Context: an optimization exercise on an open-source flow, tuned for small area and few clock cycles. The choices shown serve that exercise and are no tape-out recipe.
In this exercise RTL edits were held to simulation tests only and were not proved equivalent to the original.
No activity file was given, so power comes from the tool's default toggle rates.

==> inputs of garnet <==
## cache
module cache (
    input  wire        i_clk,
    input  wire        i_rst,
    input  wire        i_mem_ready,
    output wire [31:0] o_mem_addr,
    output wire        o_mem_ren,
    output wire        o_mem_wen,
    output wire [31:0] o_mem_wdata,
    input  wire [31:0] i_mem_rdata,
    input  wire        i_mem_valid,
    output wire        o_busy,
    input  wire [31:0] i_req_addr,
    input  wire        i_req_ren,
    input  wire        i_req_wen,
    input  wire [ 3:0] i_req_mask,
    input  wire [31:0] i_req_wdata,
    output wire [31:0] o_res_rdata
);
export LEC_CHECK = 0
export ABC_AREA = 1
export CAP_MARGIN = 20
export CORE_MARGIN = 2
export CORE_UTILIZATION = 60
export CTS_BUF_LIST = sky130_fd_sc_hd__clkbuf_8
export CTS_CLUSTER_SIZE = 30
export PLACE_DENSITY = 0.7
export SETUP_SLACK_MARGIN = 0.2
export SLEW_MARGIN = 20
create_clock -name core_clock -period 10.0 [get_ports {i_clk}]
run.sh (not shown) runs the stock make flow with config.mk's settings and CLKGATE_MAP_FILE= SYNTH_SCRIPT=/design/flow/synth_recipe.tcl, a recipe that flattens the netlist after the stock synthesis.
==> indigo: changes against garnet <==
--- a/flow/design.v
+++ b/flow/design.v
@@ -50,111 +50,125 @@
     word1_r = 32'd0;
     for (k = 0; k < 16; k = k + 1) begin
       word0_r = word0_r | (dx0[k] & {32{pair_dec[k] & ~rd_y}}) | (dy0[k] & {32{pair_dec[k] & rd_y}});
       word1_r = word1_r | (dx1[k] & {32{pair_dec[k] & ~rd_y}}) | (dy1[k] & {32{pair_dec[k] & rd_y}});
     end
   end
   wire eqx = (tagx_r == req_tag);
-  wire eqy = (tagy_r == req_tag);
+  wire eqy = (tagy_r == ~req_tag);
   wire hit0 = valid0[req_set] && (ph ? eqy : eqx);
   wire hit1 = valid1[req_set] && (ph ? eqx : eqy);
   wire hit = hit0 || hit1;
   reg st_fill;   
   reg st_wait;   
   reg awp;   
   reg wr_r;   
   reg wdone;   
   reg fw_r;   
-  reg tag_pend;   
+  reg [1:0] tag_st;   
   reg [2:0] ic;   
   reg [2:0] rc;   
   wire idle = ~st_fill & ~st_wait;
   wire req = i_req_ren | i_req_wen;
   wire miss_start = idle & req & ~hit;
   wire whit = idle & i_req_wen & hit;
   wire resp = st_fill & i_mem_valid;
   wire resp_first = resp & (rc == 3'd0);
   wire resp_last = resp & (rc[1:0] == 2'd3);
   wire rc_done = rc[2] | resp_last;
   assign o_mem_ren = miss_start | (st_fill & ~ic[2]);
   wire rd_acc = o_mem_ren & i_mem_ready;
   wire [1:0] rd_word = req_word + (ic[1:0] & {2{st_fill}});
   assign o_mem_addr = {i_req_addr[31:4], rd_word, 2'b00};
-  reg wb_valid;
-  reg wb_way;
-  reg [S-1:0] wb_set;
-  reg [1:0] wb_word;
-  reg [31:0] wb_data;
+  reg s1_valid, s1_clr, s1_way, s2_valid, s2_way;
+  reg [S-1:0] s1_set, s2_set;
+  reg [1:0] s1_word, s2_word;
+  reg [31:0] s1_data, s2_data;
   wire acc_way = st_fill ? fw_r : hit1;
-  wire fwd = wb_valid & (wb_way == acc_way) & (wb_set == req_set) & (wb_word == req_word);
-  wire [31:0] cache_word = fwd ? wb_data : acc_way ? word1_r : word0_r;
+  wire fwd1 = s1_valid & (s1_way == acc_way) & (s1_set == req_set) & (s1_word == req_word);
+  wire fwd2 = s2_valid & (s2_way == acc_way) & (s2_set == req_set) & (s2_word == req_word);
+  wire [31:0] arr_word = (acc_way ? word1_r : word0_r) ^ {32{rd_y}};
+  wire [31:0] cache_word = fwd1 ? s1_data : fwd2 ? s2_data : arr_word;
   wire [31:0] mask32 = {{8{i_req_mask[3]}}, {8{i_req_mask[2]}}, {8{i_req_mask[1]}}, {8{i_req_mask[0]}}};
   wire merge = ~resp | (wr_r & resp_first);
   wire [31:0] base = resp ? i_mem_rdata : cache_word;
   wire [31:0] din = merge ? ((base & ~mask32) | (i_req_wdata & mask32)) : base;
   wire [1:0] in_word = st_fill ? (req_word + rc[1:0]) : req_word;
-  wire in_now = in_word[0] ^ ph;   
-  wire aw_ok = ~(in_now & wb_valid);
+  wire in_x = ~(in_word[0] ^ ph);   
+  wire aw_ok = ~(in_x & s1_valid & ~s1_clr);
   wire aw_req = whit | (st_wait & awp);
   wire in_we = resp | (aw_req & aw_ok);
-  wire in_direct = in_we & in_now & ~wb_valid;
-  wire in_buf = in_we & ~in_now;
   wire fill_w = st_fill & wr_r & ~wdone & ic[2] & merge & ((rc != 3'd0) ^ resp);
   assign o_mem_wen = whit | st_wait | fill_w;
   assign o_mem_wdata = din;
   wire w_acc = o_mem_wen & i_mem_ready;
   wire fill_done = st_fill & rc_done & (~wr_r | wdone | w_acc);
   wire wait_done = i_mem_ready & (~awp | aw_ok);
   assign o_busy = idle ? (miss_start | (whit & ~(i_mem_ready & aw_ok))) :
                   st_wait ? ~wait_done : ~fill_done;
   assign o_res_rdata = cache_word;
   wire fway = ~valid0[req_set] ? 1'b0 : ~valid1[req_set] ? 1'b1 : lru[req_set];
-  wire [31:0] bus = wb_valid ? wb_data : din;
-  wire b_we = wb_valid | in_direct;
-  wire b_way = wb_valid ? wb_way : acc_way;
-  wire [3:0] b_pair = wb_valid ? {wb_set, wb_word[1]} : {req_set, in_word[1]};
-  wire t_we = (miss_start & (fway != ph)) | tag_pend;
+  wire c1_we = in_we & in_x;
+  wire [4:0] c1_row = {acc_way, req_set, in_word[1]};
+  wire c2_we = s1_valid & ~s1_clr;
+  wire [4:0] c2_row = {s1_way, s1_set, s1_word[1]};
+  wire set1 = s1_valid & s1_clr;
+  wire b_we = set1 | s2_valid;
+  wire [4:0] b_row = set1 ? {s1_way, s1_set, s1_word[1]} : {s2_way, s2_set, s2_word[1]};
+  wire [31:0] bus = set1 ? s1_data : s2_data;
   wire t_way = st_fill ? fw_r : fway;
+  wire t_clr = (miss_start & (fway == ph)) | tag_st[1];
+  wire t_set = tag_st[0];
   always @(posedge i_clk) begin
-    for (k = 0; k < 16; k = k + 1) begin
-      dy0[k] <= dx0[k];
-      dy1[k] <= dx1[k];
-      dx0[k] <= (b_we & ~b_way & (b_pair == k)) ? bus : dy0[k];
-      dx1[k] <= (b_we & b_way & (b_pair == k)) ? bus : dy1[k];
+    for (k = 0; k < 32; k = k + 1) begin
+      if (k < 16) begin
+        dy0[k] <= ~(dx0[k] | {32{(c1_we & (c1_row == k)) | (c2_we & (c2_row == k))}});
+        dx0[k] <= ~(dy0[k] | ({32{b_we & (b_row == k)}} & ~bus));
+      end else begin
+        dy1[k-16] <= ~(dx1[k-16] | {32{(c1_we & (c1_row == k)) | (c2_we & (c2_row == k))}});
+        dx1[k-16] <= ~(dy1[k-16] | ({32{b_we & (b_row == k)}} & ~bus));
+      end
     end
     for (k = 0; k < DEPTH; k = k + 1) begin
-      ty[k] <= tx[k];
-      tx[k] <= (t_we & (req_set == k)) ? req_tag : ty[k];
+      ty[k] <= ~(tx[k] | {T{t_clr & (req_set == k)}});
+      tx[k] <= ~(ty[k] | ({T{t_set & (req_set == k)}} & ~req_tag));
     end
     if (miss_start | whit) lru[req_set] <= ~(hit ? hit1 : fway);
-    wb_data <= din;
-    wb_way <= acc_way;
-    wb_set <= req_set;
-    wb_word <= in_word;
+    s1_clr <= in_x;
+    s1_way <= acc_way;
+    s1_set <= req_set;
+    s1_word <= in_word;
+    s1_data <= din;
+    s2_way <= s1_way;
+    s2_set <= s1_set;
+    s2_word <= s1_word;
+    s2_data <= s1_data;
   end
   always @(posedge i_clk) begin
     if (i_rst) begin
       valid0 <= {DEPTH{1'b0}};
       valid1 <= {DEPTH{1'b0}};
     end else if (miss_start) begin
       if (fway) valid1[req_set] <= 1'b1;
       else valid0[req_set] <= 1'b1;
     end
   end
   always @(posedge i_clk) begin
     if (i_rst) begin
       ph <= 1'b0;
-      wb_valid <= 1'b0;
-      tag_pend <= 1'b0;
+      s1_valid <= 1'b0;
+      s2_valid <= 1'b0;
+      tag_st <= 2'd0;
       st_fill <= 1'b0;
       st_wait <= 1'b0;
     end else begin
       ph <= ~ph;
-      wb_valid <= in_buf;
-      tag_pend <= miss_start & (fway == ph);
+      s1_valid <= in_we;
+      s2_valid <= s1_valid & ~s1_clr;
+      tag_st <= {miss_start & (fway != ph), t_clr};
       if (miss_start) st_fill <= 1'b1;
       else if (fill_done) st_fill <= 1'b0;
       if (whit & ~(i_mem_ready & aw_ok)) st_wait <= 1'b1;
       else if (st_wait & wait_done) st_wait <= 1'b0;
     end
   end
   always @(posedge i_clk) begin
Settings changed: ABC_AREA 1 to default, CORE_UTILIZATION 60 to 40, CTS_BUF_LIST sky130_fd_sc_hd__clkbuf_8 to default, CTS_CLUSTER_DIAMETER from default to 90, PLACE_DENSITY 0.7 to 0.6.
==> lagoon: changes against garnet <==
--- a/flow/design.v
+++ b/flow/design.v
@@ -50,111 +50,125 @@
     word1_r = 32'd0;
     for (k = 0; k < 16; k = k + 1) begin
       word0_r = word0_r | (dx0[k] & {32{pair_dec[k] & ~rd_y}}) | (dy0[k] & {32{pair_dec[k] & rd_y}});
       word1_r = word1_r | (dx1[k] & {32{pair_dec[k] & ~rd_y}}) | (dy1[k] & {32{pair_dec[k] & rd_y}});
     end
   end
   wire eqx = (tagx_r == req_tag);
-  wire eqy = (tagy_r == req_tag);
+  wire eqy = (tagy_r == ~req_tag);
   wire hit0 = valid0[req_set] && (ph ? eqy : eqx);
   wire hit1 = valid1[req_set] && (ph ? eqx : eqy);
   wire hit = hit0 || hit1;
   reg st_fill;   
   reg st_wait;   
   reg awp;   
   reg wr_r;   
   reg wdone;   
   reg fw_r;   
-  reg tag_pend;   
+  reg [1:0] tag_st;   
   reg [2:0] ic;   
   reg [2:0] rc;   
   wire idle = ~st_fill & ~st_wait;
   wire req = i_req_ren | i_req_wen;
   wire miss_start = idle & req & ~hit;
   wire whit = idle & i_req_wen & hit;
   wire resp = st_fill & i_mem_valid;
   wire resp_first = resp & (rc == 3'd0);
   wire resp_last = resp & (rc[1:0] == 2'd3);
   wire rc_done = rc[2] | resp_last;
   assign o_mem_ren = miss_start | (st_fill & ~ic[2]);
   wire rd_acc = o_mem_ren & i_mem_ready;
   wire [1:0] rd_word = req_word + (ic[1:0] & {2{st_fill}});
   assign o_mem_addr = {i_req_addr[31:4], rd_word, 2'b00};
-  reg wb_valid;
-  reg wb_way;
-  reg [S-1:0] wb_set;
-  reg [1:0] wb_word;
-  reg [31:0] wb_data;
+  reg s1_valid, s1_clr, s1_way, s2_valid, s2_way;
+  reg [S-1:0] s1_set, s2_set;
+  reg [1:0] s1_word, s2_word;
+  reg [31:0] s1_data, s2_data;
   wire acc_way = st_fill ? fw_r : hit1;
-  wire fwd = wb_valid & (wb_way == acc_way) & (wb_set == req_set) & (wb_word == req_word);
-  wire [31:0] cache_word = fwd ? wb_data : acc_way ? word1_r : word0_r;
+  wire fwd1 = s1_valid & (s1_way == acc_way) & (s1_set == req_set) & (s1_word == req_word);
+  wire fwd2 = s2_valid & (s2_way == acc_way) & (s2_set == req_set) & (s2_word == req_word);
+  wire [31:0] arr_word = (acc_way ? word1_r : word0_r) ^ {32{rd_y}};
+  wire [31:0] cache_word = fwd1 ? s1_data : fwd2 ? s2_data : arr_word;
   wire [31:0] mask32 = {{8{i_req_mask[3]}}, {8{i_req_mask[2]}}, {8{i_req_mask[1]}}, {8{i_req_mask[0]}}};
   wire merge = ~resp | (wr_r & resp_first);
   wire [31:0] base = resp ? i_mem_rdata : cache_word;
   wire [31:0] din = merge ? ((base & ~mask32) | (i_req_wdata & mask32)) : base;
   wire [1:0] in_word = st_fill ? (req_word + rc[1:0]) : req_word;
-  wire in_now = in_word[0] ^ ph;   
-  wire aw_ok = ~(in_now & wb_valid);
+  wire in_x = ~(in_word[0] ^ ph);   
+  wire aw_ok = ~(in_x & s1_valid & ~s1_clr);
   wire aw_req = whit | (st_wait & awp);
   wire in_we = resp | (aw_req & aw_ok);
-  wire in_direct = in_we & in_now & ~wb_valid;
-  wire in_buf = in_we & ~in_now;
   wire fill_w = st_fill & wr_r & ~wdone & ic[2] & merge & ((rc != 3'd0) ^ resp);
   assign o_mem_wen = whit | st_wait | fill_w;
   assign o_mem_wdata = din;
   wire w_acc = o_mem_wen & i_mem_ready;
   wire fill_done = st_fill & rc_done & (~wr_r | wdone | w_acc);
   wire wait_done = i_mem_ready & (~awp | aw_ok);
   assign o_busy = idle ? (miss_start | (whit & ~(i_mem_ready & aw_ok))) :
                   st_wait ? ~wait_done : ~fill_done;
   assign o_res_rdata = cache_word;
   wire fway = ~valid0[req_set] ? 1'b0 : ~valid1[req_set] ? 1'b1 : lru[req_set];
-  wire [31:0] bus = wb_valid ? wb_data : din;
-  wire b_we = wb_valid | in_direct;
-  wire b_way = wb_valid ? wb_way : acc_way;
-  wire [3:0] b_pair = wb_valid ? {wb_set, wb_word[1]} : {req_set, in_word[1]};
-  wire t_we = (miss_start & (fway != ph)) | tag_pend;
+  wire c1_we = in_we & in_x;
+  wire [4:0] c1_row = {acc_way, req_set, in_word[1]};
+  wire c2_we = s1_valid & ~s1_clr;
+  wire [4:0] c2_row = {s1_way, s1_set, s1_word[1]};
+  wire set1 = s1_valid & s1_clr;
+  wire b_we = set1 | s2_valid;
+  wire [4:0] b_row = set1 ? {s1_way, s1_set, s1_word[1]} : {s2_way, s2_set, s2_word[1]};
+  wire [31:0] bus = set1 ? s1_data : s2_data;
   wire t_way = st_fill ? fw_r : fway;
+  wire t_clr = (miss_start & (fway == ph)) | tag_st[1];
+  wire t_set = tag_st[0];
   always @(posedge i_clk) begin
-    for (k = 0; k < 16; k = k + 1) begin
-      dy0[k] <= dx0[k];
-      dy1[k] <= dx1[k];
-      dx0[k] <= (b_we & ~b_way & (b_pair == k)) ? bus : dy0[k];
-      dx1[k] <= (b_we & b_way & (b_pair == k)) ? bus : dy1[k];
+    for (k = 0; k < 32; k = k + 1) begin
+      if (k < 16) begin
+        dy0[k] <= ~(dx0[k] | {32{(c1_we & (c1_row == k)) | (c2_we & (c2_row == k))}});
+        dx0[k] <= ~(dy0[k] | ({32{b_we & (b_row == k)}} & ~bus));
+      end else begin
+        dy1[k-16] <= ~(dx1[k-16] | {32{(c1_we & (c1_row == k)) | (c2_we & (c2_row == k))}});
+        dx1[k-16] <= ~(dy1[k-16] | ({32{b_we & (b_row == k)}} & ~bus));
+      end
     end
     for (k = 0; k < DEPTH; k = k + 1) begin
-      ty[k] <= tx[k];
-      tx[k] <= (t_we & (req_set == k)) ? req_tag : ty[k];
+      ty[k] <= ~(tx[k] | {T{t_clr & (req_set == k)}});
+      tx[k] <= ~(ty[k] | ({T{t_set & (req_set == k)}} & ~req_tag));
     end
     if (miss_start | whit) lru[req_set] <= ~(hit ? hit1 : fway);
-    wb_data <= din;
-    wb_way <= acc_way;
-    wb_set <= req_set;
-    wb_word <= in_word;
+    s1_clr <= in_x;
+    s1_way <= acc_way;
+    s1_set <= req_set;
+    s1_word <= in_word;
+    s1_data <= din;
+    s2_way <= s1_way;
+    s2_set <= s1_set;
+    s2_word <= s1_word;
+    s2_data <= s1_data;
   end
   always @(posedge i_clk) begin
     if (i_rst) begin
       valid0 <= {DEPTH{1'b0}};
       valid1 <= {DEPTH{1'b0}};
     end else if (miss_start) begin
       if (fway) valid1[req_set] <= 1'b1;
       else valid0[req_set] <= 1'b1;
     end
   end
   always @(posedge i_clk) begin
     if (i_rst) begin
       ph <= 1'b0;
-      wb_valid <= 1'b0;
-      tag_pend <= 1'b0;
+      s1_valid <= 1'b0;
+      s2_valid <= 1'b0;
+      tag_st <= 2'd0;
       st_fill <= 1'b0;
       st_wait <= 1'b0;
     end else begin
       ph <= ~ph;
-      wb_valid <= in_buf;
-      tag_pend <= miss_start & (fway == ph);
+      s1_valid <= in_we;
+      s2_valid <= s1_valid & ~s1_clr;
+      tag_st <= {miss_start & (fway != ph), t_clr};
       if (miss_start) st_fill <= 1'b1;
       else if (fill_done) st_fill <= 1'b0;
       if (whit & ~(i_mem_ready & aw_ok)) st_wait <= 1'b1;
       else if (st_wait & wait_done) st_wait <= 1'b0;
     end
   end
   always @(posedge i_clk) begin
Settings changed: ABC_AREA 1 to default, CORE_UTILIZATION 60 to 55, CTS_BUF_LIST sky130_fd_sc_hd__clkbuf_8 to default, CTS_CLUSTER_DIAMETER from default to 90.
==> qor.yml <==
status:
  status: "no timing/DRC/antenna violations"
logic_synthesis:
  netlist_top_cells_area: "dfxtp_1 (61%), a22oi_1 (7.8%), nor2_1 (7.8%)"
final_layout:
  ff_latch_area_um2: 51500
  final_common_cell: "dfxtp_1"
clock_network:
  cts_max_level: 3
grt:
  antenna_found_initial: 11
setup_path:
  cp_max_fo: 19
detailed_routing:
  drtIter0Drc: 11600
power:
  seq_cell_power_uw: 12900
Source of the figures above: lagoon

==> qor.yml <==
status:
  status: "no timing/DRC/antenna violations"
detailed_routing:
  drtAntennaViolNets: 0
  drtIter0Drc: 8705
final_layout:
  final_common_cell: "nand2_1"
  ff_latch_area_um2: 50700
power:
  seq_cell_power_uw: 13300
  switchingPower_uw: 7450
setup_path:
  cp_max_fo: 31
Source of the figures above: garnet

==> qor.yml <==
status:
  status: "no timing/DRC/antenna violations"
logic_synthesis:
  netlist_top_cells_area: "dfxtp_1 (61%), a22oi_1 (7.8%), nor2_1 (7.8%)"
  netlist_instances: 8495
clock_network:
  cts_max_level: 3
power:
  seq_cell_power_uw: 12900
detailed_routing:
  drtIter0Drc: 10200
grt:
  antenna_found_initial: 9
final_layout:
  ff_latch_area_um2: 51500
  final_common_cell: "dfxtp_1"
setup_path:
  cp_num_cells: 19
Source of the figures above: indigo

Testbench counts of garnet, summed over its fixed seeds: cycles 55,580.
Testbench counts of indigo, summed over its fixed seeds: cycles 55,595.
Testbench counts of lagoon, summed over its fixed seeds: cycles 55,595.

separate check: timing with driven ports:
How much do the figures lean on ideal ports? The routed layouts below were timed once more, with nothing changed but the port constraints. Step 1 assumes that a clkbuf_16 drives the clock port and a buf_2 every other input. Step 2 also shifts input and output timing later by t, the mid clock arrival at the registers, as if the neighbouring blocks saw the same clock. a / b / c = no drivers / after step 1 / after step 2; a / b = the first two.
run	shift t [ns]	setup slack, ns	worst setup path after step 2	worst slew at a driven data input, ns
garnet	1.114	0.502 / 0.478 / 0.478	input to output	0.15
indigo	0.882	0.237 / 0.213 / 0.213	input to output	0.07
lagoon	0.844	0.343 / 0.316 / 0.316	input to output	0.06
After both steps every run listed still meets setup and hold. For lagoon, which loses most, drivers alone change the setup slack by -0.027 ns; drivers and shift together by -0.027 ns.
